This is an optimization exercise on Yosys and OpenROAD, whose aim is small area and a short achievable clock period, not a production implementation.
Function was checked by simulation only, so behaviour that the tests miss may differ from the original.
Power figures rest on the tool's default switching activity, not on a simulated workload.

==> flow/design.v <==
module PE (
    input  [7:0]  ifm_in,
    input  [7:0]  w_in,
    input         clk,
    input         rst_n,
    input         done,
    output [7:0]  ifm_pass,
    output [7:0]  w_pass,
    output [31:0] psum_out
);
    reg [7:0]  ifm_pass_r;
    reg [7:0]  w_pass_r;
    assign ifm_pass = ifm_pass_r;
    assign w_pass = w_pass_r;
    reg [15:0] lo_a;    
    reg [10:0] lo_b;    
    reg [3:0] g;
    reg [3:0] p;
    reg [15:0] hi;
    wire [15:0] ra = {lo_a[15], lo_a[14], lo_a[13], lo_a[12], lo_a[11], lo_a[10], lo_a[9], lo_a[8], lo_a[7], lo_a[6], lo_a[5], lo_a[4], lo_a[3], lo_a[2], lo_a[1], lo_a[0]};
    wire [15:0] rb = {lo_b[10], lo_b[9], 1'b0, lo_b[8], lo_b[7], lo_b[6], lo_b[5], lo_b[4], lo_b[3], lo_b[2], 1'b0, lo_b[1], lo_b[0], 1'b0, 1'b0, 1'b0};
    wire [4:0] c;
    assign c[0] = 1'b0;
    assign c[1] = g[0] | (p[0] & c[0]);
    assign c[2] = g[1] | (p[1] & c[1]);
    assign c[3] = g[2] | (p[2] & c[2]);
    assign c[4] = g[3] | (p[3] & c[3]);
    wire [3:0] lo0 = ra[3:0] + rb[3:0];
    wire [3:0] lo1 = ra[7:4] + rb[7:4] + {3'd0, c[1]};
    wire [3:0] lo2 = ra[11:8] + rb[11:8] + {3'd0, c[2]};
    wire [3:0] lo3 = ra[15:12] + rb[15:12] + {3'd0, c[3]};
    wire [15:0] lo = {lo3, lo2, lo1, lo0};
    wire [15:0] hi_inc = hi + 16'd1;
    wire [15:0] p_hi = c[4] ? hi_inc : hi;
    assign psum_out = {p_hi, lo};
    wire [15:0] acc = lo & {16{~done}};
    wire [15:0] acc_hi = p_hi & {16{~done}};
    wire pp0_0 = w_in[0] & ifm_in[0];
    wire pp0_1 = w_in[0] & ifm_in[1];
    wire pp0_2 = w_in[0] & ifm_in[2];
    wire pp0_3 = w_in[0] & ifm_in[3];
    wire pp0_4 = w_in[0] & ifm_in[4];
    wire pp0_5 = w_in[0] & ifm_in[5];
    wire pp0_6 = w_in[0] & ifm_in[6];
    wire pp0_7 = w_in[0] & ifm_in[7];
    wire pp1_0 = w_in[1] & ifm_in[0];
    wire pp1_1 = w_in[1] & ifm_in[1];
    wire pp1_2 = w_in[1] & ifm_in[2];
    wire pp1_3 = w_in[1] & ifm_in[3];
    wire pp1_4 = w_in[1] & ifm_in[4];
    wire pp1_5 = w_in[1] & ifm_in[5];
    wire pp1_6 = w_in[1] & ifm_in[6];
    wire pp1_7 = w_in[1] & ifm_in[7];
    wire pp2_0 = w_in[2] & ifm_in[0];
    wire pp2_1 = w_in[2] & ifm_in[1];
    wire pp2_2 = w_in[2] & ifm_in[2];
    wire pp2_3 = w_in[2] & ifm_in[3];
    wire pp2_4 = w_in[2] & ifm_in[4];
    wire pp2_5 = w_in[2] & ifm_in[5];
    wire pp2_6 = w_in[2] & ifm_in[6];
    wire pp2_7 = w_in[2] & ifm_in[7];
    wire pp3_0 = w_in[3] & ifm_in[0];
    wire pp3_1 = w_in[3] & ifm_in[1];
    wire pp3_2 = w_in[3] & ifm_in[2];
    wire pp3_3 = w_in[3] & ifm_in[3];
    wire pp3_4 = w_in[3] & ifm_in[4];
    wire pp3_5 = w_in[3] & ifm_in[5];
    wire pp3_6 = w_in[3] & ifm_in[6];
    wire pp3_7 = w_in[3] & ifm_in[7];
    wire pp4_0 = w_in[4] & ifm_in[0];
    wire pp4_1 = w_in[4] & ifm_in[1];
    wire pp4_2 = w_in[4] & ifm_in[2];
    wire pp4_3 = w_in[4] & ifm_in[3];
    wire pp4_4 = w_in[4] & ifm_in[4];
    wire pp4_5 = w_in[4] & ifm_in[5];
    wire pp4_6 = w_in[4] & ifm_in[6];
    wire pp4_7 = w_in[4] & ifm_in[7];
    wire pp5_0 = w_in[5] & ifm_in[0];
    wire pp5_1 = w_in[5] & ifm_in[1];
    wire pp5_2 = w_in[5] & ifm_in[2];
    wire pp5_3 = w_in[5] & ifm_in[3];
    wire pp5_4 = w_in[5] & ifm_in[4];
    wire pp5_5 = w_in[5] & ifm_in[5];
    wire pp5_6 = w_in[5] & ifm_in[6];
    wire pp5_7 = w_in[5] & ifm_in[7];
    wire pp6_0 = w_in[6] & ifm_in[0];
    wire pp6_1 = w_in[6] & ifm_in[1];
    wire pp6_2 = w_in[6] & ifm_in[2];
    wire pp6_3 = w_in[6] & ifm_in[3];
    wire pp6_4 = w_in[6] & ifm_in[4];
    wire pp6_5 = w_in[6] & ifm_in[5];
    wire pp6_6 = w_in[6] & ifm_in[6];
    wire pp6_7 = w_in[6] & ifm_in[7];
    wire pp7_0 = w_in[7] & ifm_in[0];
    wire pp7_1 = w_in[7] & ifm_in[1];
    wire pp7_2 = w_in[7] & ifm_in[2];
    wire pp7_3 = w_in[7] & ifm_in[3];
    wire pp7_4 = w_in[7] & ifm_in[4];
    wire pp7_5 = w_in[7] & ifm_in[5];
    wire pp7_6 = w_in[7] & ifm_in[6];
    wire pp7_7 = w_in[7] & ifm_in[7];
    wire hs0 = pp0_0 ^ acc[0];
    wire hc0 = pp0_0 & acc[0];
    wire ts0 = pp0_1 ^ pp1_0 ^ acc[1];
    wire tc0 = (pp0_1 & pp1_0) | (pp0_1 & acc[1]) | (pp1_0 & acc[1]);
    wire hs1 = hc0 ^ ts0;
    wire hc1 = hc0 & ts0;
    wire ts1 = pp0_2 ^ pp1_1 ^ pp2_0;
    wire tc1 = (pp0_2 & pp1_1) | (pp0_2 & pp2_0) | (pp1_1 & pp2_0);
    wire ts2 = ts1 ^ acc[2] ^ tc0;
    wire tc2 = (ts1 & acc[2]) | (ts1 & tc0) | (acc[2] & tc0);
    wire hs2 = hc1 ^ ts2;
    wire hc2 = hc1 & ts2;
    wire ts3 = pp0_3 ^ pp1_2 ^ pp2_1;
    wire tc3 = (pp0_3 & pp1_2) | (pp0_3 & pp2_1) | (pp1_2 & pp2_1);
    wire ts4 = pp3_0 ^ tc1 ^ ts3;
    wire tc4 = (pp3_0 & tc1) | (pp3_0 & ts3) | (tc1 & ts3);
    wire ts5 = acc[3] ^ ts4 ^ tc2;
    wire tc5 = (acc[3] & ts4) | (acc[3] & tc2) | (ts4 & tc2);
    wire ts6 = pp0_4 ^ pp1_3 ^ pp2_2;
    wire tc6 = (pp0_4 & pp1_3) | (pp0_4 & pp2_2) | (pp1_3 & pp2_2);
    wire ts7 = pp3_1 ^ pp4_0 ^ tc3;
    wire tc7 = (pp3_1 & pp4_0) | (pp3_1 & tc3) | (pp4_0 & tc3);
    wire ts8 = ts6 ^ tc4 ^ ts7;
    wire tc8 = (ts6 & tc4) | (ts6 & ts7) | (tc4 & ts7);
    wire hs3 = acc[4] ^ ts8;
    wire hc3 = acc[4] & ts8;
    wire ts9 = pp0_5 ^ pp1_4 ^ pp2_3;
    wire tc9 = (pp0_5 & pp1_4) | (pp0_5 & pp2_3) | (pp1_4 & pp2_3);
    wire ts10 = pp3_2 ^ pp4_1 ^ pp5_0;
    wire tc10 = (pp3_2 & pp4_1) | (pp3_2 & pp5_0) | (pp4_1 & pp5_0);
    wire ts11 = tc6 ^ ts10 ^ ts9;
    wire tc11 = (tc6 & ts10) | (tc6 & ts9) | (ts10 & ts9);
    wire ts12 = tc7 ^ acc[5] ^ ts11;
    wire tc12 = (tc7 & acc[5]) | (tc7 & ts11) | (acc[5] & ts11);
    wire ts13 = tc8 ^ ts12 ^ hc3;
    wire tc13 = (tc8 & ts12) | (tc8 & hc3) | (ts12 & hc3);
    wire ts14 = pp0_6 ^ pp1_5 ^ pp2_4;
    wire tc14 = (pp0_6 & pp1_5) | (pp0_6 & pp2_4) | (pp1_5 & pp2_4);
    wire ts15 = pp3_3 ^ pp4_2 ^ pp5_1;
    wire tc15 = (pp3_3 & pp4_2) | (pp3_3 & pp5_1) | (pp4_2 & pp5_1);
    wire ts16 = pp6_0 ^ tc10 ^ tc9;
    wire tc16 = (pp6_0 & tc10) | (pp6_0 & tc9) | (tc10 & tc9);
    wire ts17 = ts14 ^ ts15 ^ tc11;
    wire tc17 = (ts14 & ts15) | (ts14 & tc11) | (ts15 & tc11);
    wire ts18 = ts16 ^ acc[6] ^ tc12;
    wire tc18 = (ts16 & acc[6]) | (ts16 & tc12) | (acc[6] & tc12);
    wire hs4 = ts17 ^ ts18;
    wire hc4 = ts17 & ts18;
    wire ts19 = pp0_7 ^ pp1_6 ^ pp2_5;
    wire tc19 = (pp0_7 & pp1_6) | (pp0_7 & pp2_5) | (pp1_6 & pp2_5);
    wire ts20 = pp3_4 ^ pp4_3 ^ pp5_2;
    wire tc20 = (pp3_4 & pp4_3) | (pp3_4 & pp5_2) | (pp4_3 & pp5_2);
    wire ts21 = pp6_1 ^ pp7_0 ^ tc14;
    wire tc21 = (pp6_1 & pp7_0) | (pp6_1 & tc14) | (pp7_0 & tc14);
    wire ts22 = tc15 ^ ts19 ^ ts20;
    wire tc22 = (tc15 & ts19) | (tc15 & ts20) | (ts19 & ts20);
    wire ts23 = tc16 ^ ts21 ^ acc[7];
    wire tc23 = (tc16 & ts21) | (tc16 & acc[7]) | (ts21 & acc[7]);
    wire ts24 = ts22 ^ tc17 ^ ts23;
    wire tc24 = (ts22 & tc17) | (ts22 & ts23) | (tc17 & ts23);
    wire hs5 = tc18 ^ ts24;
    wire hc5 = tc18 & ts24;
    wire ts25 = pp1_7 ^ pp2_6 ^ pp3_5;
    wire tc25 = (pp1_7 & pp2_6) | (pp1_7 & pp3_5) | (pp2_6 & pp3_5);
    wire ts26 = pp4_4 ^ pp5_3 ^ pp6_2;
    wire tc26 = (pp4_4 & pp5_3) | (pp4_4 & pp6_2) | (pp5_3 & pp6_2);
    wire ts27 = pp7_1 ^ tc19 ^ tc20;
    wire tc27 = (pp7_1 & tc19) | (pp7_1 & tc20) | (tc19 & tc20);
    wire ts28 = ts25 ^ ts26 ^ tc21;
    wire tc28 = (ts25 & ts26) | (ts25 & tc21) | (ts26 & tc21);
    wire ts29 = tc22 ^ ts27 ^ acc[8];
    wire tc29 = (tc22 & ts27) | (tc22 & acc[8]) | (ts27 & acc[8]);
    wire ts30 = ts28 ^ tc23 ^ ts29;
    wire tc30 = (ts28 & tc23) | (ts28 & ts29) | (tc23 & ts29);
    wire hs6 = tc24 ^ ts30;
    wire hc6 = tc24 & ts30;
    wire ts31 = pp2_7 ^ pp3_6 ^ pp4_5;
    wire tc31 = (pp2_7 & pp3_6) | (pp2_7 & pp4_5) | (pp3_6 & pp4_5);
    wire ts32 = pp5_4 ^ pp6_3 ^ pp7_2;
    wire tc32 = (pp5_4 & pp6_3) | (pp5_4 & pp7_2) | (pp6_3 & pp7_2);
    wire ts33 = tc25 ^ tc26 ^ ts31;
    wire tc33 = (tc25 & tc26) | (tc25 & ts31) | (tc26 & ts31);
    wire ts34 = ts32 ^ tc27 ^ acc[9];
    wire tc34 = (ts32 & tc27) | (ts32 & acc[9]) | (tc27 & acc[9]);
    wire ts35 = ts33 ^ tc28 ^ tc29;
    wire tc35 = (ts33 & tc28) | (ts33 & tc29) | (tc28 & tc29);
    wire ts36 = ts34 ^ tc30 ^ ts35;
    wire tc36 = (ts34 & tc30) | (ts34 & ts35) | (tc30 & ts35);
    wire ts37 = pp3_7 ^ pp4_6 ^ pp5_5;
    wire tc37 = (pp3_7 & pp4_6) | (pp3_7 & pp5_5) | (pp4_6 & pp5_5);
    wire ts38 = pp6_4 ^ pp7_3 ^ tc31;
    wire tc38 = (pp6_4 & pp7_3) | (pp6_4 & tc31) | (pp7_3 & tc31);
    wire ts39 = tc32 ^ ts37 ^ tc33;
    wire tc39 = (tc32 & ts37) | (tc32 & tc33) | (ts37 & tc33);
    wire ts40 = ts38 ^ acc[10] ^ tc34;
    wire tc40 = (ts38 & acc[10]) | (ts38 & tc34) | (acc[10] & tc34);
    wire ts41 = ts39 ^ tc35 ^ ts40;
    wire tc41 = (ts39 & tc35) | (ts39 & ts40) | (tc35 & ts40);
    wire ts42 = pp4_7 ^ pp5_6 ^ pp6_5;
    wire tc42 = (pp4_7 & pp5_6) | (pp4_7 & pp6_5) | (pp5_6 & pp6_5);
    wire ts43 = pp7_4 ^ tc37 ^ ts42;
    wire tc43 = (pp7_4 & tc37) | (pp7_4 & ts42) | (tc37 & ts42);
    wire ts44 = tc38 ^ acc[11] ^ ts43;
    wire tc44 = (tc38 & acc[11]) | (tc38 & ts43) | (acc[11] & ts43);
    wire ts45 = tc39 ^ ts44 ^ tc40;
    wire tc45 = (tc39 & ts44) | (tc39 & tc40) | (ts44 & tc40);
    wire ts46 = pp5_7 ^ pp6_6 ^ pp7_5;
    wire tc46 = (pp5_7 & pp6_6) | (pp5_7 & pp7_5) | (pp6_6 & pp7_5);
    wire ts47 = tc42 ^ ts46 ^ tc43;
    wire tc47 = (tc42 & ts46) | (tc42 & tc43) | (ts46 & tc43);
    wire ts48 = acc[12] ^ tc44 ^ ts47;
    wire tc48 = (acc[12] & tc44) | (acc[12] & ts47) | (tc44 & ts47);
    wire ts49 = pp6_7 ^ pp7_6 ^ tc46;
    wire tc49 = (pp6_7 & pp7_6) | (pp6_7 & tc46) | (pp7_6 & tc46);
    wire ts50 = ts49 ^ acc[13] ^ tc47;
    wire tc50 = (ts49 & acc[13]) | (ts49 & tc47) | (acc[13] & tc47);
    wire hs7 = tc48 ^ ts50;
    wire hc7 = tc48 & ts50;
    wire ts51 = pp7_7 ^ tc49 ^ acc[14];
    wire tc51 = (pp7_7 & tc49) | (pp7_7 & acc[14]) | (tc49 & acc[14]);
    wire hs8 = ts51 ^ tc50;
    wire hc8 = ts51 & tc50;
    wire hs9 = acc[15] ^ tc51;
    wire hc9 = acc[15] & tc51;
    wire [15:0] ta = {hs9, hs8, hs7, ts48, ts45, tc36, hc6, hc5, hc4, tc13, ts13, hs3, hc2, hs2, hs1, hs0};
    wire [15:0] tb = {hc8, hc7, 1'b0, tc45, tc41, ts41, ts36, hs6, hs5, hs4, 1'b0, tc5, ts5, 1'b0, 1'b0, 1'b0};
    wire [4:0] gsum0 = {1'b0, ta[3:0]} + {1'b0, tb[3:0]};
    wire [4:0] gsum1 = {1'b0, ta[7:4]} + {1'b0, tb[7:4]};
    wire [4:0] gsum2 = {1'b0, ta[11:8]} + {1'b0, tb[11:8]};
    wire [4:0] gsum3 = {1'b0, ta[15:12]} + {1'b0, tb[15:12]};
    always @(posedge clk or negedge rst_n) begin
        if (!rst_n) begin
            ifm_pass_r <= 8'd0;
            w_pass_r <= 8'd0;
            lo_a <= 0;
            lo_b <= 0;
            g <= 0;
            p <= 0;
            hi <= 16'd0;
        end else begin
            ifm_pass_r <= ifm_in;
            w_pass_r <= w_in;
            lo_a <= {hs9, hs8, hs7, ts48, ts45, tc36, hc6, hc5, hc4, tc13, ts13, hs3, hc2, hs2, hs1, hs0};
            lo_b <= {hc8, hc7, tc45, tc41, ts41, ts36, hs6, hs5, hs4, tc5, ts5};
            g <= {(gsum3[4] | hc9), gsum2[4], gsum1[4], gsum0[4]};
            p <= {(&(ta[15:12] ^ tb[15:12])), (&(ta[11:8] ^ tb[11:8])), (&(ta[7:4] ^ tb[7:4])), (&(ta[3:0] ^ tb[3:0]))};
            hi <= acc_hi;
        end
    end
endmodule
module PE_Array #(
    parameter DATA_WIDTH = 8,
    parameter ARRAY_SIZE = 4,
    parameter DIAG_NUM = 2 * ARRAY_SIZE - 1,
    parameter SUM_WIDTH = 32
)(
    input [ARRAY_SIZE*DATA_WIDTH-1:0] ifm_in,
    input [ARRAY_SIZE*DATA_WIDTH-1:0] w_in,
    input clk,
    input rst_n,
    input [DIAG_NUM-1:0] done,
    output [ARRAY_SIZE*DATA_WIDTH-1:0] ifm_pass,
    output [ARRAY_SIZE*DATA_WIDTH-1:0] w_pass,
    output [ARRAY_SIZE*ARRAY_SIZE*SUM_WIDTH-1:0] psum_out
);
    wire [DATA_WIDTH-1:0] ifm_wire [0:ARRAY_SIZE-1][0:ARRAY_SIZE];
    wire [DATA_WIDTH-1:0] w_wire [0:ARRAY_SIZE][0:ARRAY_SIZE-1];
    generate
        for(genvar i=0; i<ARRAY_SIZE; i=i+1) begin : input_connections
            assign ifm_wire[i][0] = ifm_in[DATA_WIDTH*i +: DATA_WIDTH];
            assign w_wire[0][i] = w_in[DATA_WIDTH*i +: DATA_WIDTH];
        end
    endgenerate
    generate
        for(genvar i=0; i<ARRAY_SIZE; i=i+1) begin : output_connections
            assign ifm_pass[DATA_WIDTH*i +: DATA_WIDTH] = ifm_wire[i][ARRAY_SIZE];
            assign w_pass[DATA_WIDTH*i +: DATA_WIDTH] = w_wire[ARRAY_SIZE][i];
        end
    endgenerate
    generate
        for(genvar i=0;i<ARRAY_SIZE;i=i+1) begin : row_gen
            for(genvar j=0;j<ARRAY_SIZE;j=j+1) begin : col_gen
                PE Processing_Element(
                .ifm_in(ifm_wire[i][j]),
                .w_in(w_wire[i][j]),
                .clk(clk),
                .rst_n(rst_n),
                .done(done[i+j]),
                .ifm_pass(ifm_wire[i][j+1]),
                .w_pass(w_wire[i+1][j]),
                .psum_out(psum_out[SUM_WIDTH*(i*ARRAY_SIZE+j) +: SUM_WIDTH])
                );
            end
        end
    endgenerate
endmodule
==> flow/flow/run.sh <==
#!/bin/bash
# Own layout flow:
#  1. the standard synthesis, unchanged;
#  2. flow/polarity.py removes inverters from the synthesised netlist by
#     flipping full adders (self-dual) and swapping gates for their
#     complementary twins; registers and ports are untouched;
#  3. the standard ORFS layout, with the port buffers made from the smallest
#     plain buffer (buffer_ports would otherwise pick the 10 um2
#     clkdlybuf4s50_1 delay cell) and clock tree synthesis with larger sink
#     clusters and no dummy loads.
set -euo pipefail
bash standard.sh synth > synth.log 2>&1
R=orfs/results/sky130hd/PE_Array/base
cp $R/1_2_yosys.v $R/1_2_yosys_standard.v
python3 flow/polarity.py $R/1_2_yosys_standard.v $R/1_2_yosys.v > polarity.log 2>&1
rm -f $R/1_synth.odb $R/1_synth.sdc
bash standard.sh "BUFFER_PORTS_ARGS=-buffer_cell sky130_fd_sc_hd__buf_1" \
  "CTS_ARGS=-sink_clustering_enable -repair_clock_nets -sink_clustering_size 30 -sink_clustering_max_diameter 80 -buf_list {sky130_fd_sc_hd__clkbuf_8 sky130_fd_sc_hd__clkbuf_16} -dont_use_dummy_load" \
  finish > layout.log 2>&1
==> flow/flow/polarity.py <==
#!/usr/bin/env python3
"""Remove inverters from a flat Yosys netlist by choosing output polarities.

Usage: polarity.py IN.v OUT.v

A full adder is self-dual: complementing its three inputs complements its sum
and carry.  So each full adder may be "flipped" (same cell, inputs and
outputs read complemented), and each and2/nand2 (or2/nor2, xor2/xnor2) may be
swapped for its complement.  Given the inverters of the netlist, this picks
the flips that need the fewest inverters (by area) with a local search, then
rewrites the netlist: every driver feeds its loads directly or through one
new inverter.  Registers, ports and every other cell are left as they are;
a driver whose inverter chain reaches a port keeps its chain untouched.
"""
import re, sys, os, json, math, collections, random

src = open(sys.argv[1]).read()
mod_start = src.index("module ")
first = re.search(r"^\s*sky130_fd_sc_hd__\w+\s+\S+\s*\(", src, re.M)
header = src[:first.start()]
end = src.rindex("endmodule")
body = src[first.start():end]

inst = []
for m in re.finditer(r"^\s*(sky130_fd_sc_hd__\w+)\s+(\S+)\s*\((.*?)\);", body, re.S | re.M):
    pins = [(p, n.strip()) for p, n in re.findall(r"\.(\w+)\(([^()]*)\)", m.group(3))]
    inst.append([m.group(1), m.group(2), pins])

ports = set()
for m in re.finditer(r"^\s*(input|output)\s+(\[[^\]]*\]\s*)?(\S+);", header, re.M):
    ports.add(m.group(3))
def is_port(net):
    return re.sub(r"\s*\[\d+\]$", "", net) in ports

OUTP = {"X", "Y", "Q", "Q_N", "SUM", "COUT", "HI", "LO"}
drv = {}
loads = collections.defaultdict(list)
for i, (c, nm, pins) in enumerate(inst):
    for p, n in pins:
        if p in OUTP:
            drv[n] = (i, p)
        else:
            loads[n].append((i, p))

def isinv(i):
    return re.match(r"sky130_fd_sc_hd__(inv|clkinv)_\d+$", inst[i][0]) is not None
def isfa(i):
    return re.match(r"sky130_fd_sc_hd__fa_\d+$", inst[i][0]) is not None
# complementary cell pairs (same inputs, complemented output): cell -> [twin, out pin, twin's out pin, area change]
SWAP = json.load(open(os.path.join(os.path.dirname(os.path.abspath(__file__)), "swap.json")))
INV = 3.7536

# roots: nets driven by a non-inverter cell, or input ports feeding cells
roots = {}
for n, (i, p) in drv.items():
    if not isinv(i):
        roots[n] = (i, p)
for n in loads:
    if n not in drv:
        roots[n] = (None, None)      # input port or constant

sinks = {}        # root net -> [(inst, pin, parity)]
chain_to_port = set()
used_inv = set()
def walk(net, par, out, invs):
    if is_port(net) and par is not None and net not in roots:
        out.append(("PORT", net, par))
    for (j, p) in loads.get(net, []):
        if isinv(j):
            invs.append(j)
            ynet = dict(inst[j][2])["Y"]
            walk(ynet, par ^ 1, out, invs)
        else:
            out.append((j, p, par))
for n in roots:
    out, invs = [], []
    walk(n, 0, out, invs)
    if any(s[0] == "PORT" for s in out) or is_port(n):
        chain_to_port.add(n)
        continue
    sinks[n] = out
    used_inv.update(invs)

fixed_cells = set()
for n in chain_to_port:
    i, p = roots[n]
    if i is not None:
        fixed_cells.add(i)
cand = [i for i in range(len(inst))
        if i not in fixed_cells and (isfa(i) or inst[i][0] in SWAP)]
flip = collections.defaultdict(int)

def fin(j):
    """inversion a flipped cell applies to its inputs (full adders only)"""
    return flip[j] if (j != "PORT" and isfa(j)) else 0

def root_cost(n):
    i, p = roots[n]
    fd = flip[i] if i is not None else 0
    return INV if any((par ^ fd ^ fin(j)) for j, q, par in sinks[n]) else 0.0
def cell_cost(i):
    return SWAP[inst[i][0]][3] if (flip[i] and inst[i][0] in SWAP) else 0.0

touch = collections.defaultdict(set)
for n, lst in sinks.items():
    i, p = roots[n]
    if i is not None:
        touch[i].add(n)
    for j, q, par in lst:
        touch[j].add(n)

before = sum(root_cost(n) for n in sinks)
random.seed(1)
for rnd in range(20):
    changed = False
    order = cand[:]
    random.shuffle(order)
    for i in order:
        b = sum(root_cost(n) for n in touch[i]) + cell_cost(i)
        flip[i] ^= 1
        a = sum(root_cost(n) for n in touch[i]) + cell_cost(i)
        if a < b - 1e-9:
            changed = True
        else:
            flip[i] ^= 1
    if not changed:
        break
cur = sum(root_cost(n) for n in sinks) + sum(cell_cost(i) for i in cand)
best, best_flip = cur, dict(flip)
steps = int(os.environ.get("POL_STEPS", "2000000"))
for k in range(steps):
    T = 3.0 * (0.01 / 3.0) ** (k / steps)
    i = cand[random.randrange(len(cand))]
    b = sum(root_cost(n) for n in touch[i]) + cell_cost(i)
    flip[i] ^= 1
    a = sum(root_cost(n) for n in touch[i]) + cell_cost(i)
    d = a - b
    if d <= 0 or random.random() < math.exp(-d / T):
        cur += d
        if cur < best - 1e-9:
            best, best_flip = cur, dict(flip)
    else:
        flip[i] ^= 1
flip = collections.defaultdict(int, best_flip)
after = sum(root_cost(n) for n in sinks) + sum(cell_cost(i) for i in cand)
ninv_before = len(used_inv)

# rewrite
drop = set(used_inv)
newwires = []
conn = {}          # (inst, pin) -> net
ninv_after = 0
newinst = []
for n, lst in sinks.items():
    i, p = roots[n]
    fd = flip[i] if i is not None else 0
    inv_net = None
    for j, q, par in lst:
        need = par ^ fd ^ fin(j)
        if need:
            if inv_net is None:
                inv_net = f"_pol{len(newwires)}_"
                newwires.append(inv_net)
                newinst.append(["sky130_fd_sc_hd__inv_1", f"_polinv{len(newwires)}_",
                                [("A", n), ("Y", inv_net)]])
                ninv_after += 1
            conn[(j, q)] = inv_net
        else:
            conn[(j, q)] = n

def fmt(n):
    return n + " " if n.startswith("\\") else n

out = [header]
for w in newwires:
    out.append(f"  wire {w};\n")
for i, (c, nm, pins) in enumerate(inst):
    if i in drop:
        continue
    if flip[i] and c in SWAP:
        nc, po, pn, _ = SWAP[c]
        pins = [(pn if p == po else p, n) for p, n in pins]
        c = nc
    pins = [(p, conn.get((i, p), n)) for p, n in pins]
    out.append(f"  {c} {nm} (\n" + ",\n".join(f"    .{p}({fmt(n)})" for p, n in pins) + "\n  );\n")
for c, nm, pins in newinst:
    out.append(f"  {c} {nm} (\n" + ",\n".join(f"    .{p}({fmt(n)})" for p, n in pins) + "\n  );\n")
out.append(src[end:])
open(sys.argv[2], "w").write("".join(out))
nfl = sum(1 for i in cand if flip[i])
print(f"polarity: inverters {ninv_before} -> {ninv_after}, flipped {nfl} of {len(cand)} cells, "
      f"model cost {before:.1f} -> {after:.1f} um2")
==> flow/standard.sh <==
#!/bin/bash
# synth_recipe.tcl (not shown) runs the flow's synth.tcl, then flattens the netlist and writes it again
# the make line also repeats each setting of config.mk as NAME=value (left out here)
make -C /OpenROAD-flow-scripts/flow DESIGN_CONFIG=/design/flow/config.mk WORK_HOME=/design/flow/orfs CLKGATE_MAP_FILE= SYNTH_SCRIPT=/design/flow/synth_recipe.tcl "${@:-finish}"
==> flow/config.mk <==
export PLATFORM = sky130hd
export DESIGN_NAME = PE_Array
export DESIGN_NICKNAME = PE_Array
export VERILOG_FILES = /design/flow/design.v
export SDC_FILE = /design/flow/constraint.sdc
export NUM_CORES = 4
export LEC_CHECK = 0
export CAP_MARGIN = 20
export CORE_MARGIN = 2
export CORE_UTILIZATION = 75
export CTS_BUF_LIST = sky130_fd_sc_hd__clkbuf_4 sky130_fd_sc_hd__clkbuf_8
export SETUP_SLACK_MARGIN = 2.9
export SLEW_MARGIN = 20
==> flow/constraint.sdc <==
create_clock -name core_clock -period 7.0 [get_ports {clk}]
set_input_delay 1.4000 -clock core_clock [delete_from_list [all_inputs] [get_ports {clk}]]
set_output_delay 1.4000 -clock core_clock [all_outputs]
set_load 0.01 [all_outputs]
Not shown: flow/flow/swap.json
==> impl_metrics.yaml, run 1 <==
timing:
  setup_slack_ns: 2.856
  hold_viol: 0
  final.setup.tns_ns: 0
final_layout:
  drive_gt1_share_pct: 12.04
  buffers_excl_clock: 775
  sh_seq_area_pct: 34.71
  layout.cells.non_filler: 7696
  num-fill-cells: 5025
  diodes: 4
  clock_cell_area_share_pct: 1.668
  fin_nets: 7909
synth:
  yosys_warnings: 2
power_and_ir_drop:
  comb_power_share_pct: 60.6
  finalPower_w: 0.02990
  leakage_nw: 36.76
  p_int_w: 0.01656
  p_clk_w: 0.00324
  comb-power_w: 0.0181
  clkPwrFrac_pct: 10.9
die:
  taps: 1186
  rows: 111
  fp.dieH_microns: 307.3
  fp.coreArea_sq_um: 91390
  num_io_pins: 649
grt:
  grt_pass1_wl_microns: 264400
  grt-ovfl-total: 0
  use_met2_pct: 59.96
detailed_routing:
  via_count: 45390
  wl_met2_microns: 83630
  wl_microns: 168000
setup_path:
  r2r_start: "row_gen[3].col_gen[0].Processing_Element.g[0]"
  worst_setup_path_start_kind: "register"
  worstPathCellList: "a21oi_4, o21ai_1, nand2_1, or4_1, nand2_1, buf_1"
  path_common_cell: "nand2_1"
  critPathMaxFanout: 11
placed_design:
  place.gp.congestion: 0.9020
  dp_hpwl_microns: 128600
clock_tree:
  clockRootBuffer: "clkbuf_16"
  htree_levels: 2
  ctsHoldBuffers: 0
  clkLatencyLatePin_ns: 0.72
  clk_pin_slew_ns: 0.10
status:
  outcome: "finished clean"
min_path:
  hold_path_class: "reg -> reg"
==> run 2: changes to the inputs <==
--- a/flow/config.mk
+++ b/flow/config.mk
@@ -7,7 +7,7 @@
 export LEC_CHECK = 0
 export CAP_MARGIN = 20
 export CORE_MARGIN = 2
-export CORE_UTILIZATION = 75
+export CORE_UTILIZATION = 60
 export CTS_BUF_LIST = sky130_fd_sc_hd__clkbuf_4 sky130_fd_sc_hd__clkbuf_8
-export SETUP_SLACK_MARGIN = 2.9
+export SETUP_SLACK_MARGIN = 2.7
 export SLEW_MARGIN = 20
==> run 2 against run 1 <==
Design area shrank 1.9%. Critical path depth grew 5. Final cell count grew 3.2%. Critical path type is now in -> reg.
==> impl_metrics.yaml, run 2 <==
status:
  outcome: "finished clean"
clock_tree:
  cts_buffers: 58
  htree_levels: 2
  tritoncts: "done"
  clk_path_buf_depth: 3
  clockRootBuffer: "clkbuf_16"
  clk_pin_slew_ns: 0.10
  clkLatencyLatePin_ns: 0.72
  cts.sinks: 1056
die:
  rows: 124
  dieArea_sq_um: 117700
  initial_utilization_pct: 60.42
  die_x_microns: 343.1
  fp.dieH_microns: 343.1
  num_io_pins: 649
  fp.coreArea_sq_um: 114200
timing:
  fin_crit_ns: 4.195
  skew_ns: 0.05848
  hold_viol: 0
  finalCritPeriodShare_pct: 59.92
  tightestPinTransition_ns: 0.8631
  setup_slack_ns: 2.805
  clock.fmax_mhz: 238.4
  drv_slew: 0
  final.setup.tns_ns: 0
  rsz0062_at_grt: "true"
  max_slew_margin_pct: 42.46
  setup_viol: 0
detailed_routing:
  drc: 0
  first_iter_violations: 2223
  via_count: 43510
  antenna_left: 0
  wl_microns: 162400
  dr.pass1.iters: 5
  drt-wirelength-per-cell_microns: 20.44
  vias_per_cell: 5.477
grt:
  antenna_found_initial: 17
  grt_usage_pct: 28.71
  grt_pass1_vias: 47020
  grt_max_degree: 147
  grt_pass1_wl_microns: 261700
  grt-ovfl-total: 0
final_layout:
  final_area_sq_um: 75020
  areaGrowthSynthToFinish_pct: 8.733
  num-fill-cells: 9272
  mostFrequentLayoutCells: "dfrtp_1 (1042), fa_1 (822), nand2_1 (809)"
  drive_gt1_share_pct: 6.149
  top_regs: "row_gen.col_gen.Processing_Element.hi: 256 flops, row_gen.col_gen.Processing_Element.lo_a: 256 flops, row_gen.col_gen.Processing_Element.lo_b: 176 flops"
  final_common_cell: "dfrtp_1"
  fin_nets: 7827
  layout.cells.non_filler: 7944
power_and_ir_drop:
  p_per_area_nw_per_um2: 382.0
  peakVddDrop_uv: 338.0
  leakage_nw: 36.16
placed_design:
  dpl.cell_count: 7868
  dp_hpwl_microns: 128700
  place.gp.congestion: 0.8907
  io_buffers: 648
  post_dp_cell_area_sq_um: 73280
  place_ws_ns: 1.855
synth:
  yosys_warnings: 2
  syn_area_sq_um: 69000
  syn_nets: 7200
  postSynthAreaPerCell_sq_um: 11.90
  postSynthCellCount: 5799
setup_path:
  crit_arrival_ns: 4.78
  critPathSlowestCell: "fa_1"
  critPathMaxFanout: 9
  regToRegSetupSlack_ns: 2.83
  path_buf_inv: 2
  r2r_end: "row_gen[3].col_gen[0].Processing_Element.g[2]"
  critPathCaptureType: "register"
  worstSetupPathType: "in -> reg"
  worstPathCellList: "buf_1, nand2_1, fa_1, fa_2, fa_1, inv_1, fa_1, ha_1, ha_1, a31o_2, a211o_1"
  cpLargestDelayFamily: "adder cells"
  reg2reg_depth: 13
  path_common_cell: "fa_1"
  r2r_start: "row_gen[3].col_gen[0].Processing_Element.g[0]"
  critPathMaxStageDelay_ns: 0.50
  worst_setup_path_start_kind: "primary input"
  crit_cells: 11
  cp_data_required_time_ns: 7.59
min_path:
  whs_path_depth: 0
  hold_path_class: "reg -> reg"
flow_run:
  drv_cap: 0
-- run 2: cell types whose count changed in the layout (fill, tap and decap cells not counted), moves of 21 or more --
cell      before   now
dfrtp_1      952  1042
buf_1        546   585
nand2_1      765   809
fa_1         770   822
fa_2         126    74
dfrtp_2      104    14
buf_4        140    33
nand2_2       30     5
clkbuf_2      24    50
inv_1        532   553
-- run 2: per-layer routing --
metal,part of all wire (%),global-route usage [%],vias to the layer above
met5,0.052,0,-
met3,6.9,5.818,255
met4,4.1,10.45,14
li1,-,-,19500
met2,48,46.61,1168
met1,41,38.72,22570
-- run 2: area by class of cell --
class | count | area (sq um) | share of cell area, %
flip-flops and latches | 1056 | 26440 | 35.25
repair buffers | 686 | 2887 | 3.847
clock buffers | 58 | 1451 | 1.935
diodes | 8 | 20.02 | 0.02668
inverters | 555 | 2087 | 2.782
multi-input cells | 4069 | 40240 | 53.64
well taps | 1512 | 1892 | 2.522
-- run 2: stage by stage --
| stage | hold WS [ns] | power [W] | util [%] |
|---|---|---|---|
| final | 0.5370 | 0.02866 | 65.70 |
| after global routing | 0.5682 | 0.03164 | 65.69 |
| after CTS | 0.5364 | 0.02907 | 65.50 |
| after detailed placement | 0.5225 | 0.02542 | 64.17 |
| after floorplan | 0.4420 | 0.01971 | - |
| after global placement | 0.5163 | 0.02498 | 64.17 |
-- run 2: report_power, final --
part	switching, W	internal, W
registers	0.000839	0.00765
clock network	0.00198	0.00146
logic	0.00979	0.00694
total	0.0126	0.0161
-- run 2: timing repair --
item / CTS / global route
cloned: 0 / 0
endpoints found under the setup margin: 28 / 57
pin swaps: 1 / 6
hold buffers: 0 / 0
gates resized for setup: 16 / 85
setup buffers: 1 / 9
-- run 2: how the worst max path moves through the flow --
stage | end | from
after floorplan | row_gen[1].col_gen[0].Processing_Element.g[2] | ifm_in[13]
after global placement | row_gen[0].col_gen[3].Processing_Element.g[1] | w_in[29]
after detailed placement | row_gen[0].col_gen[3].Processing_Element.g[2] | w_in[29]
after CTS | row_gen[0].col_gen[3].Processing_Element.g[2] | w_in[24]
after global routing | row_gen[0].col_gen[3].Processing_Element.g[2] | w_in[24]
final | row_gen[0].col_gen[0].Processing_Element.g[3] | w_in[6]
-- run 2: worst register-to-register path: stages, from the launching register on --
cell	delay, ns
dfrtp_1	0.42
a21o_1	0.24
fa_1	0.41
inv_1	0.08
fa_1	0.46
or2_2	0.32
fa_2	0.40
fa_1	0.51
fa_1	0.55
inv_1	0.05
ha_1	0.29
nor2b_1	0.14
o21ai_1	0.13
nand2b_1	0.07
==> run 3: changes to the inputs <==
--- a/flow/config.mk
+++ b/flow/config.mk
@@ -7,7 +7,7 @@
 export LEC_CHECK = 0
 export CAP_MARGIN = 20
 export CORE_MARGIN = 2
-export CORE_UTILIZATION = 60
+export CORE_UTILIZATION = 50
 export CTS_BUF_LIST = sky130_fd_sc_hd__clkbuf_4 sky130_fd_sc_hd__clkbuf_8
-export SETUP_SLACK_MARGIN = 2.7
+export SETUP_SLACK_MARGIN = 2.9
 export SLEW_MARGIN = 20
==> run 3 against run 2 <==
Total power up 5.0%. Clock skew is 0.0076 ns higher. Critical path depth fell by 3. Wire length grew 3.4%. Register-to-register slack improved by 0.19 ns. Worst setup slack gained 0.12 ns. Synthesized cell count is the same. Critical endpoint is now psum_out[415]. Largest power group unchanged. Highest routed layer unchanged.
==> impl_metrics.yaml, run 3 <==
status:
  outcome: "finished clean"
placed_design:
  io_buffers: 648
  place.gp.congestion: 0.8593
  dp_hpwl_microns: 131700
  dpl.cell_count: 8156
  post_dp_cell_area_sq_um: 74110
die:
  rows: 136
  fp.coreArea_sq_um: 137200
  dieArea_sq_um: 141000
  die_x_microns: 375.5
  fp.dieH_microns: 375.5
  num_io_pins: 649
  initial_utilization_pct: 50.31
min_path:
  hold_path_class: "reg -> reg"
synth:
  yosys_warnings: 2
  postSynthCellCount: 5799
  syn_area_sq_um: 69000
  syn_nets: 7200
  postSynthAreaPerCell_sq_um: 11.90
timing:
  final.setup.tns_ns: 0
  drv_slew: 0
  finalCritPeriodShare_pct: 58.22
  fin_crit_ns: 4.075
  max_slew_margin_pct: 38.35
  skew_ns: 0.06608
  tightestPinTransition_ns: 0.9247
  whs_ns: 0.4805
  rsz0062_at_grt: "true"
  hold_viol: 0
  setup_viol: 0
  clock.fmax_mhz: 245.4
setup_path:
  critPathSlowestCell: "dfrtp_1"
  critPathMaxStageDelay_ns: 0.42
  r2r_start: "row_gen[0].col_gen[0].Processing_Element.g[0]"
  cp-startpoint: "row_gen[3].col_gen[0].Processing_Element.hi[2]"
  regToRegSetupSlack_ns: 3.02
  critPathCaptureType: "output port"
  critPathMaxFanout: 6
  worst_setup_path_start_kind: "register"
  crit_end: "psum_out[415]"
  cp_data_required_time_ns: 5.60
  reg2reg_depth: 13
  worstPathCellList: "and4_1, and4_4, inv_1, nor3_2, nand4_1, buf_4, xnor2_4, buf_1"
  worstSetupPathType: "reg -> out"
  crit_arrival_ns: 2.68
  r2r_end: "row_gen[0].col_gen[0].Processing_Element.g[2]"
detailed_routing:
  dr.pass1.iters: 6
  dr_wl_met3_microns: 10820
  vias_per_cell: 5.228
  wl_met1_microns: 71670
  maxUsedRoutingLayer: "met5"
  wl_microns: 167800
  wl_met2_microns: 80440
  via_count: 43650
  drt-wirelength-per-cell_microns: 20.10
  antenna_left: 0
  first_iter_violations: 2047
  drc: 0
flow_run:
  drv_cap: 0
power_and_ir_drop:
  leakage_nw: 37.15
  peakVddDrop_uv: 292.8
  finalPower_w: 0.03009
  p_per_area_nw_per_um2: 386.3
final_layout:
  multiInputGateArea_sq_um: 41160
  drive_gt1_share_pct: 12.35
  mostFrequentLayoutCells: "dfrtp_1 (958), fa_1 (776), nand2_1 (774)"
  seqCellArea_sq_um: 26550
  final_area_sq_um: 77900
  num-fill-cells: 11720
  final_common_cell: "dfrtp_1"
  fin_nets: 7955
  top_regs: "row_gen.col_gen.Processing_Element.hi: 256 flops, row_gen.col_gen.Processing_Element.lo_a: 256 flops, row_gen.col_gen.Processing_Element.lo_b: 176 flops"
  layout.cells.non_filler: 8349
  areaGrowthSynthToFinish_pct: 12.90
grt:
  antenna_found_initial: 10
  grt_usage_pct: 24.50
  grt_max_degree: 143
  grt-ovfl-total: 0
  grt_pass1_wl_microns: 268800
  grt_pass1_vias: 47150
clock_tree:
  htree_levels: 3
  clkLatencyLatePin_ns: 0.70
  clk_pin_slew_ns: 0.11
  cts.sinks: 1056
  cts_buffers: 74
  tritoncts: "done"
  clockRootBuffer: "clkbuf_16"
  clk_path_buf_depth: 3
-- run 3: cell count changes in the layout (fill, tap and decap cells not counted), sizes merged --
cell / change
clkbuf: +3
a31oi: +1
diode: -5
buf: +124
clkinvlp: +1
inv: -1
-- run 3: routing by layer --
layer	global-route usage, %	up-vias
met4	6.592	10
met1	33.02	22720
met5	0	-
met2	40.07	965
met3	5.673	207
li1	-	19740
-- run 3: critical path: cells and delay by family, from the launching register on --
| family | cells | cell delay, ns |
|---|---|---|
| xor+xnor | 1 | 0.26 |
| flops | 1 | 0.42 |
| buf+inv | 3 | 0.49 |
| simple gates | 4 | 0.81 |
-- run 3: worst min path at each step --
stage,endpoint,cells past startpoint,from
finish,register,0,register
global route,register,0,register
floorplan,register,0,register
CTS,register,0,register
global placement,register,0,register
detailed placement,register,0,register
-- run 3: where the power goes --
group	internal, W	total, W	switching [W]	leakage, nW
registers	0.00766	0.00851	0.000847	13.3
clock network	0.00187	0.00397	0.00210	0.912
logic	0.00750	0.0176	0.0101	22.9
-- run 3: through the flow --
stage / util [%] / setup slack [ns]
floorplan: - / 2.576
global placement: 54.04 / 1.945
detailed placement: 54.04 / 1.884
CTS: 55.87 / 2.827
global route: 56.79 / 2.719
finish: 56.80 / 2.925
-- run 3: layout make-up --
cell class | count | share of cell area [%]
sequential | 1056 | 34.08
clock buffer | 74 | 2.377
antenna | 3 | 0.009637
timing repair buffer | 797 | 5.127
multi-input combinational | 4070 | 52.84
inverter | 555 | 2.690
tap | 1794 | 2.881
-- run 3: what timing repair did --
| action | in CTS | in global routing |
|---|---|---|
| buffers inserted | 38 | 77 |
| endpoints found under the setup margin | 152 | 111 |
| hold buffers | 0 | 0 |
| resized for setup | 150 | 285 |
| pin swaps | 24 | 55 |
| gates cloned | 0 | 1 |
==> run 4: changes to the inputs <==
--- a/flow/config.mk
+++ b/flow/config.mk
@@ -7,7 +7,7 @@
 export LEC_CHECK = 0
 export CAP_MARGIN = 20
 export CORE_MARGIN = 2
-export CORE_UTILIZATION = 50
+export CORE_UTILIZATION = 40
 export CTS_BUF_LIST = sky130_fd_sc_hd__clkbuf_4 sky130_fd_sc_hd__clkbuf_8
-export SETUP_SLACK_MARGIN = 2.9
+export SETUP_SLACK_MARGIN = 3.05
 export SLEW_MARGIN = 20
==> run 4 against run 3 <==
First-iteration DRC count up 14%. Worst setup slack improved by 0.042 ns. Die area increased by 25%. Still clean. Sequential share of layout area is 2.0 points lower. Register-to-register slack is essentially flat. Clock-buffer cell count increased by 11. Highest routed layer unchanged. Largest power group unchanged. Sequential cell count is the same. Core utilization is 8.5 points lower. Design area up 6.4%.
==> impl_metrics.yaml, run 4 <==
clock_tree:
  htree_levels: 3
  cts.sinks: 1056
  clk_pin_slew_ns: 0.07
  clk_path_buf_depth: 3
  tritoncts: "done"
  cts_buffers: 85
  clkLatencyLatePin_ns: 0.75
  ctsHoldBuffers: 0
  clockRootBuffer: "clkbuf_16"
placed_design:
  io_buffers: 648
  dp_hpwl_microns: 137100
  place.gp.congestion: 0.8606
timing:
  tightestPinTransition_ns: 1.043
  finalCritPeriodShare_pct: 57.62
  setup_viol: 0
  max_slew_margin_pct: 30.48
  skew_ns: 0.07641
  final.setup.tns_ns: 0
  clock.fmax_mhz: 247.9
  hold_viol: 0
  fin_crit_ns: 4.034
  rsz0062_at_grt: "true"
  drv_slew: 0
power_and_ir_drop:
  net-switching-power_w: 0.01381
  p_int_w: 0.01853
  peakVddDrop_uv: 325.3
  leakage_nw: 39.42
  pwr-share-seq_pct: 26.4
  p_per_area_nw_per_um2: 390.3
  p_sw_share_pct: 42.70
  comb_power_share_pct: 60.2
  finalPower_w: 0.03234
  clkPwrFrac_pct: 13.4
synth:
  syn_area_sq_um: 69000
  syn_nets: 7200
  postSynthCellCount: 5799
  postSynthAreaPerCell_sq_um: 11.90
  yosys_warnings: 2
setup_path:
  r2r_end: "row_gen[0].col_gen[0].Processing_Element.g[2]"
  crit_cells: 9
  cp_data_required_time_ns: 5.60
  crit_arrival_ns: 2.63
  cpLargestDelayFamily: "buffers and inverters"
  critPathMaxStageDelay_ns: 0.41
  crit_end: "psum_out[31]"
  cp-startpoint: "row_gen[0].col_gen[0].Processing_Element.g[0]"
  r2r_start: "row_gen[0].col_gen[0].Processing_Element.g[0]"
  worstPathCellList: "a21o_1, buf_12, a31o_4, clkinvlp_4, buf_6, or4_4, inv_2, xor2_1, buf_2"
  critPathCaptureType: "output port"
  reg2reg_depth: 14
  critPathMaxFanout: 2
  regToRegSetupSlack_ns: 3.03
  worstSetupPathType: "reg -> out"
  path_buf_inv: 5
  worst_setup_path_start_kind: "register"
  critPathSlowestCell: "or4_4"
detailed_routing:
  wl_microns: 178500
  via_count: 44780
  dr.pass1.iters: 5
  drt-wirelength-per-cell_microns: 19.72
  drc: 0
  first_iter_violations: 2339
  antenna_left: 0
  vias_per_cell: 4.947
final_layout:
  areaGrowthSynthToFinish_pct: 20.10
  mostFrequentLayoutCells: "dfrtp_1 (918), nand2_1 (753), fa_1 (711)"
  fin_nets: 8142
  drive_gt1_share_pct: 21.46
  final_common_cell: "dfrtp_1"
  top_regs: "row_gen.col_gen.Processing_Element.hi: 256 flops, row_gen.col_gen.Processing_Element.lo_a: 256 flops, row_gen.col_gen.Processing_Element.lo_b: 176 flops"
  num-fill-cells: 15530
die:
  die_x_microns: 419.3
  initial_utilization_pct: 40.22
  fp.dieH_microns: 419.3
  dieArea_sq_um: 175800
  rows: 152
  num_io_pins: 649
  fp.coreArea_sq_um: 171500
grt:
  use_met2_pct: 35.71
  grt-ovfl-total: 0
  grt-busiest-layer: "met2"
  grt_max_degree: 157
  met1_usage_pct: 25.47
  grt_usage_pct: 20.44
  grt_pass1_wl_microns: 279500
  use_met3_pct: 3.516
  antenna_found_initial: 7
  grt_pass1_vias: 48810
status:
  outcome: "finished clean"
min_path:
  hold_path_class: "reg -> reg"
flow_run:
  drv_cap: 0
==> run 4: worst min-delay path by stage <==
stage	end	cells past startpoint
finish	register	0
global route	register	0
CTS	register	0
detailed placement	register	0
global placement	register	0
floorplan	register	0
==> run 4: metrics by stage <==
stage | utilization, % | instance area (sq um) | setup slack [ns] | std cells | hold WS (ns)
after CTS | 46.42 | 79630 | 2.842 | 8890 | 0.4844
after floorplan | - | 69880 | 2.576 | 5799 | 0.4420
after detailed placement | 43.60 | 74800 | 1.812 | 8672 | 0.5528
after global routing | 48.30 | 82860 | 2.819 | 9050 | 0.4879
after global placement | 43.60 | 74800 | 1.898 | 8672 | 0.5558
final | 48.31 | 82870 | 2.966 | 9053 | 0.4758
==> run 4: what timing repair did <==
item,CTS,global route
buffers inserted,131,158
gates resized for setup,596,550
cloned,2,1
pin swaps,147,219
setup endpoints to repair,317,210
endpoints found under the hold margin,0,0
==> run 4: cell type report <==
type | count | area [sq um] | share of cell area [%]
repair buffers | 974 | 6162 | 7.436
flip-flops and latches | 1056 | 26610 | 32.11
clock buffers | 85 | 2127 | 2.567
well taps | 2310 | 2890 | 3.488
inverters | 555 | 2128 | 2.568
multi-input cells | 4069 | 42940 | 51.82
diodes | 4 | 10.01 | 0.01208
==> run 4: worst reg2reg max path, delay by kind of cell (launching register included) <==
family          cells  cell delay (ns)
compound gates      2             0.36
fa+ha+maj           6             2.36
buf+inv             3             0.26
flops               1             0.41
simple gates        3             0.46
==> run 4: layer usage <==
layer  part of all wire (%)  vias to the layer above
met5                 0.0073                        -
met4                    3.8                        2
met3                    4.8                      243
met2                     51                      942
met1                     40                    23470
li1                       -                    20130
==> run 4: power by group through the flow <==
stage	clock network (W)	registers, W	logic (W)
2_1_floorplan	0	0.00833	0.0116
3_3_place_gp	0	0.00856	0.0171
3_5_place_dp	0	0.00861	0.0174
4_1_cts	0.00454	0.00853	0.0187
5_1_grt	0.00476	0.00869	0.0221
6_report	0.00435	0.00854	0.0195
==> run 5: changes to the inputs <==
--- a/flow/config.mk
+++ b/flow/config.mk
@@ -9,5 +9,5 @@
 export CORE_MARGIN = 2
 export CORE_UTILIZATION = 40
 export CTS_BUF_LIST = sky130_fd_sc_hd__clkbuf_4 sky130_fd_sc_hd__clkbuf_8
-export SETUP_SLACK_MARGIN = 3.05
+export SETUP_SLACK_MARGIN = 2.8
 export SLEW_MARGIN = 20
==> run 5 against run 4 <==
Register-to-register slack worse by 0.16 ns. Clock power barely moved. Fmax decreased by 2.5%. Core utilization decreased by 3.0 points. Die area stayed put. Critical endpoint is now row_gen[1].col_gen[0].Processing_Element.g[1].
==> impl_metrics.yaml, run 5 <==
min_path:
  hold_path_class: "reg -> reg"
  whs_path_depth: 0
setup_path:
  reg2reg_depth: 13
  worst_setup_path_start_kind: "primary input"
  r2r_end: "row_gen[3].col_gen[0].Processing_Element.g[2]"
  critPathMaxStageDelay_ns: 0.52
  path_common_cell: "fa_1"
  path_buf_inv: 2
  critPathSlowestCell: "fa_1"
  regToRegSetupSlack_ns: 2.87
  r2r_start: "row_gen[3].col_gen[0].Processing_Element.g[0]"
  critPathMaxFanout: 9
  critPathCaptureType: "register"
  worstPathCellList: "buf_1, nand2_1, fa_1, fa_1, fa_2, fa_1, inv_1, ha_1, ha_1, a31o_2, a21o_1"
  worstSetupPathType: "in -> reg"
  cp_data_required_time_ns: 7.60
  cpLargestDelayFamily: "adder cells"
  crit_arrival_ns: 4.74
timing:
  finalCritPeriodShare_pct: 59.11
  hold_viol: 0
  tightestPinTransition_ns: 1.021
  clock.fmax_mhz: 241.7
  rsz0062_at_grt: "true"
  skew_ns: 0.08407
  fin_crit_ns: 4.137
  setup_viol: 0
  drv_slew: 0
  final.setup.tns_ns: 0
  setup_slack_ns: 2.863
  max_slew_margin_pct: 31.90
synth:
  postSynthCellCount: 5799
  syn_area_sq_um: 69000
  syn_nets: 7200
  yosys_warnings: 2
  postSynthAreaPerCell_sq_um: 11.90
final_layout:
  final_area_sq_um: 77760
  drive_gt1_share_pct: 9.777
  mostFrequentLayoutCells: "dfrtp_1 (1006), fa_1 (795), nand2_1 (789)"
  areaGrowthSynthToFinish_pct: 12.69
  num-fill-cells: 16000
  final_common_cell: "dfrtp_1"
  top_regs: "row_gen.col_gen.Processing_Element.hi: 256 flops, row_gen.col_gen.Processing_Element.lo_a: 256 flops, row_gen.col_gen.Processing_Element.lo_b: 176 flops"
  fin_nets: 7908
placed_design:
  io_buffers: 648
  place_ws_ns: 1.871
  post_dp_cell_area_sq_um: 74650
  place.gp.congestion: 0.8761
  dp_hpwl_microns: 137000
power_and_ir_drop:
  p_per_area_nw_per_um2: 386.2
  clkPwrFrac_pct: 14.4
  p_sw_share_pct: 43.35
  comb_power_share_pct: 57.3
  peakVddDrop_uv: 326.0
  leakage_nw: 36.89
  pwr-share-seq_pct: 28.3
  p_int_w: 0.01701
  net-switching-power_w: 0.01302
detailed_routing:
  drc: 0
  via_count: 43650
  antenna_left: 0
  vias_per_cell: 4.950
  wl_microns: 172000
  first_iter_violations: 2000
  dr.pass1.iters: 5
  drt-wirelength-per-cell_microns: 19.50
die:
  fp.dieH_microns: 419.3
  die_x_microns: 419.3
  fp.coreArea_sq_um: 171500
  num_io_pins: 649
  dieArea_sq_um: 175800
  rows: 152
  initial_utilization_pct: 40.22
clock_tree:
  clockRootBuffer: "clkbuf_16"
  clk_pin_slew_ns: 0.07
  clk_path_buf_depth: 3
  tritoncts: "done"
  htree_levels: 3
  cts.sinks: 1056
  clkLatencyLatePin_ns: 0.75
  cts_buffers: 86
flow_run:
  drv_cap: 0
grt:
  antenna_found_initial: 15
  grt-ovfl-total: 0
  grt_pass1_vias: 47950
  grt_max_degree: 154
  grt_usage_pct: 20.11
  grt_pass1_wl_microns: 275100
status:
  outcome: "finished clean"
-- run 5: worst max-delay path by stage --
stage | start | endpoint | slack, ns | depth (start not counted)
after global routing | row_gen[3].col_gen[0].Processing_Element.g[0] | row_gen[3].col_gen[0].Processing_Element.g[2] | 2.70 | 13
after detailed placement | w_in[21] | row_gen[0].col_gen[2].Processing_Element.g[2] | 1.87 | 13
after floorplan | w_in[11] | row_gen[0].col_gen[1].Processing_Element.g[2] | 2.58 | 11
after global placement | w_in[21] | row_gen[0].col_gen[2].Processing_Element.g[2] | 1.95 | 13
final | ifm_in[8] | row_gen[1].col_gen[0].Processing_Element.g[1] | 2.86 | 11
after CTS | row_gen[0].col_gen[0].Processing_Element.g[0] | psum_out[11] | 2.79 | 7
-- run 5: repair_timing --
| item | CTS | global route |
|---|---|---|
| pin swaps | 10 | 16 |
| setup endpoints to repair | 94 | 84 |
| resized for setup | 79 | 141 |
| hold buffers | 0 | 0 |
| setup buffers | 18 | 39 |
| endpoints found under the hold margin | 0 | 0 |
-- run 5: through the flow --
stage          hold WS (ns)  utilization, %  power, W  instances
2_1_floorplan        0.4420               -   0.01989       5799
3_3_place_gp         0.5588           43.52   0.02554       8672
3_5_place_dp         0.5614           43.52   0.02588       8672
4_1_cts              0.5596           44.99   0.03066       8776
5_1_grt              0.5139           45.32   0.03320       8816
6_report             0.4956           45.33   0.03003       8818
-- run 5: power by group through the flow --
| stage | combinational, W | sequential, W | clock, W |
|---|---|---|---|
| after global placement | 0.0170 | 0.00855 | 0 |
| after detailed placement | 0.0173 | 0.00860 | 0 |
| after floorplan | 0.0116 | 0.00833 | 0 |
| after CTS | 0.0176 | 0.00850 | 0.00452 |
| final | 0.0172 | 0.00850 | 0.00433 |
| after global routing | 0.0198 | 0.00866 | 0.00472 |
-- run 5: final cells by class --
| type | count | area, sq um | area share [%] |
|---|---|---|---|
| Antenna cell | 3 | 7.507 | 0.009655 |
| Clock buffer | 86 | 2152 | 2.768 |
| Inverter | 555 | 2087 | 2.684 |
| Multi-Input combinational cell | 4069 | 40780 | 52.44 |
| Sequential cell | 1056 | 26490 | 34.06 |
| Tap cell | 2310 | 2890 | 3.717 |
| Timing Repair Buffer | 739 | 3357 | 4.317 |
-- run 5: layer usage --
metal | global-route usage, % | routed length, microns
met3 | 4.138 | 9003
met2 | 34.35 | 85250
met1 | 24.96 | 70050
met4 | 7.828 | 7520
met5 | 0 | 144
-- run 5: worst reg2reg max path, cell delays in order (launching register included) --
cell	delay, ns
dfrtp_1	0.42
a21o_4	0.28
fa_1	0.40
inv_1	0.08
fa_1	0.44
or2_2	0.31
fa_2	0.39
fa_1	0.48
fa_1	0.55
inv_1	0.05
ha_1	0.30
nor2b_1	0.13
o21ai_1	0.12
nand2b_1	0.07
==> run 6: changes to the inputs <==
--- a/flow/config.mk
+++ b/flow/config.mk
@@ -9,5 +9,5 @@
 export CORE_MARGIN = 2
 export CORE_UTILIZATION = 40
 export CTS_BUF_LIST = sky130_fd_sc_hd__clkbuf_4 sky130_fd_sc_hd__clkbuf_8
-export SETUP_SLACK_MARGIN = 2.8
+export SETUP_SLACK_MARGIN = 2.9
 export SLEW_MARGIN = 20
==> run 6 against run 5 <==
Wire length grew 0.18%. Global-route usage is essentially flat. Still clean. Sequential cell count did not move. Worst setup slack improved by 0.097 ns. Combinational power up 2%. Clock-buffer cell count down 2. Register-to-register slack better by 0.17 ns. Critical path depth rose by 2. Largest power group unchanged. Non-clock buffer count increased by 30. Die area did not move. Clock power shrank 1%. Highest routed layer unchanged.
==> impl_metrics.yaml, run 6 <==
status:
  outcome: "finished clean"
detailed_routing:
  wl_microns: 172300
  vias_per_cell: 4.942
  antenna_left: 0
  via_count: 43710
  drt-wirelength-per-cell_microns: 19.48
  dr.pass1.iters: 5
  drc: 0
  first_iter_violations: 1871
timing:
  skew_ns: 0.08697
  hold_viol: 0
  finalCritPeriodShare_pct: 57.72
  rsz0062_at_grt: "true"
  clock.fmax_mhz: 247.5
  fin_crit_ns: 4.040
  setup_viol: 0
  setup_slack_ns: 2.960
  tightestPinTransition_ns: 0.9317
  drv_slew: 0
  final.setup.tns_ns: 0
  max_slew_margin_pct: 37.89
power_and_ir_drop:
  p_per_area_nw_per_um2: 386.2
  peakVddDrop_uv: 250.8
  leakage_nw: 37.17
final_layout:
  num-fill-cells: 15870
  mostFrequentLayoutCells: "dfrtp_1 (949), fa_1 (770), nand2_1 (768)"
  fin_nets: 7936
  areaGrowthSynthToFinish_pct: 14.01
  final_area_sq_um: 78670
  final_common_cell: "dfrtp_1"
  drive_gt1_share_pct: 12.69
  top_regs: "row_gen.col_gen.Processing_Element.hi: 256 flops, row_gen.col_gen.Processing_Element.lo_a: 256 flops, row_gen.col_gen.Processing_Element.lo_b: 176 flops"
placed_design:
  dp_hpwl_microns: 135200
  place_ws_ns: 1.772
  io_buffers: 648
  post_dp_cell_area_sq_um: 74740
  place.gp.congestion: 0.8447
setup_path:
  r2r_end: "row_gen[2].col_gen[3].Processing_Element.g[2]"
  regToRegSetupSlack_ns: 3.04
  critPathMaxFanout: 9
  crit_arrival_ns: 4.58
  worst_setup_path_start_kind: "primary input"
  critPathCaptureType: "register"
  reg2reg_depth: 11
  cp_data_required_time_ns: 7.54
  worstSetupPathType: "in -> reg"
synth:
  postSynthAreaPerCell_sq_um: 11.90
  postSynthCellCount: 5799
  syn_nets: 7200
  yosys_warnings: 2
  syn_area_sq_um: 69000
grt:
  antenna_found_initial: 12
  grt-ovfl-total: 0
  grt_usage_pct: 20.09
  grt_max_degree: 144
  grt_pass1_wl_microns: 275200
  grt_pass1_vias: 48400
die:
  die_x_microns: 419.3
  fp.coreArea_sq_um: 171500
  rows: 152
  dieArea_sq_um: 175800
  fp.dieH_microns: 419.3
  initial_utilization_pct: 40.22
  num_io_pins: 649
flow_run:
  drv_cap: 0
clock_tree:
  clk_pin_slew_ns: 0.10
  cts_buffers: 84
  cts.sinks: 1056
  clk_path_buf_depth: 3
  htree_levels: 3
  clockRootBuffer: "clkbuf_16"
  tritoncts: "done"
  clkLatencyLatePin_ns: 0.72
min_path:
  whs_path_depth: 0
  hold_path_class: "reg -> reg"
[run 6: worst max-delay path, stage by stage]
cell and delay, ns:
buf_6 0.12, nand2_2 0.07, fa_2 0.50, fa_2 0.38, fa_2 0.37, fa_1 0.51, inv_1 0.05, fa_2 0.57
ha_4 0.21, a21oi_2 0.12, nor2b_1 0.05, o21ai_1 0.15, nand2b_1 0.07
[run 6: area by class of cell]
class / count / area, sq um / area share, %
Multi-Input combinational cell: 4069 / 41200 / 52.37
Inverter: 555 / 2090 / 2.656
Timing Repair Buffer: 769 / 3822 / 4.859
Antenna cell: 1 / 2.502 / 0.003181
Clock buffer: 84 / 2102 / 2.672
Sequential cell: 1056 / 26560 / 33.76
Tap cell: 2310 / 2890 / 3.674
[run 6: layer usage]
metal  wire (microns)  share of wire, %  global-route usage (%)  vias to the layer above
met5               81             0.047                       0                        -
met4             5880               3.4                   6.847                       14
met3             8584               5.0                   3.571                      225
met2            87450                51                   34.91                      844
met1            70280                41                   25.20                    22920
li1                 -                 -                       -                    19710
[run 6: worst max-delay path by stage]
stage                                                        startpoint                                             to  slack, ns  depth (start not counted)
after detailed placement                                     ifm_in[21]  row_gen[2].col_gen[0].Processing_Element.g[2]       1.77                         13
final                                                        ifm_in[20]  row_gen[2].col_gen[0].Processing_Element.g[2]       2.96                         13
after global routing                                           register  row_gen[1].col_gen[3].Processing_Element.g[2]       2.78                         11
after floorplan                                                w_in[11]  row_gen[0].col_gen[1].Processing_Element.g[2]       2.58                         11
after CTS                 row_gen[2].col_gen[0].Processing_Element.g[0]                                  psum_out[270]       2.77                          8
after global placement                                       ifm_in[21]  row_gen[2].col_gen[0].Processing_Element.g[2]       1.81                         13
[run 6: where the power goes]
part,total [W],leakage (nW),internal [W],switching (W)
clock,0.00427,1.04,0.00211,0.00217
combinational,0.0176,22.8,0.00750,0.0101
sequential,0.00852,13.3,0.00767,0.000855
[run 6: timing repair]
action,4_1_cts,5_1_grt
endpoints found under the setup margin,186,90
gates resized for setup,180,313
pin swaps,26,62
hold buffers,0,0
setup buffers,47,45
[run 6: per-stage QoR]
step           hold slack, ns  instances  power, W  utilization [%]
6_report               0.4713       8844   0.03038            45.86
4_1_cts                0.5167       8798   0.03068            45.26
3_3_place_gp           0.5534       8667   0.02547            43.57
3_5_place_dp           0.5568       8667   0.02583            43.57
2_1_floorplan          0.4420       5799   0.01993                -
5_1_grt                0.4606       8844   0.03361            45.86

## afterwards: timing with drivers on the ports
In the flow no input, the clock included, has a driving cell. The finished layouts below were timed again as built, in two steps. Step 1 sets driving cells, clkbuf_16 on the clock port and buf_2 on the other inputs (assumed; they add their load-dependent delay and slew). Step 2, shift: input delay + t, output delay - t, t = (earliest + latest rising clock arrival at the registers) / 2. This alone moves slack from input paths to output paths. Slacks: no drivers / after step 1 / after step 2; pairs: no drivers / after step 1.
run | shift t [ns] | setup slack, ns | worst setup path at the end | latest minus earliest clock arrival (ns) | worst register clock-pin slew, ns
run 1 | 0.758 | 2.856 / 2.780 / 2.198 | input to register | 0.066 / 0.067 | 0.12 / 0.12
run 2 | 0.756 | 2.805 / 2.742 / 2.053 | input to register | 0.090 / 0.089 | 0.12 / 0.12
run 3 | 0.745 | 2.925 / 2.843 / 2.213 | input to register | 0.072 / 0.072 | 0.11 / 0.11
run 4 | 0.796 | 2.966 / 2.885 / 2.183 | input to register | 0.080 / 0.080 | 0.11 / 0.11
run 5 | 0.778 | 2.863 / 2.847 / 2.094 | input to register | 0.092 / 0.092 | 0.10 / 0.10
run 6 | 0.754 | 2.960 / 2.909 / 2.193 | input to register | 0.093 / 0.093 | 0.11 / 0.11
After both steps every run listed still meets setup and hold. The setup slack of run 4, which loses most, moves by -0.081 ns with the drivers and by -0.783 ns with both steps.
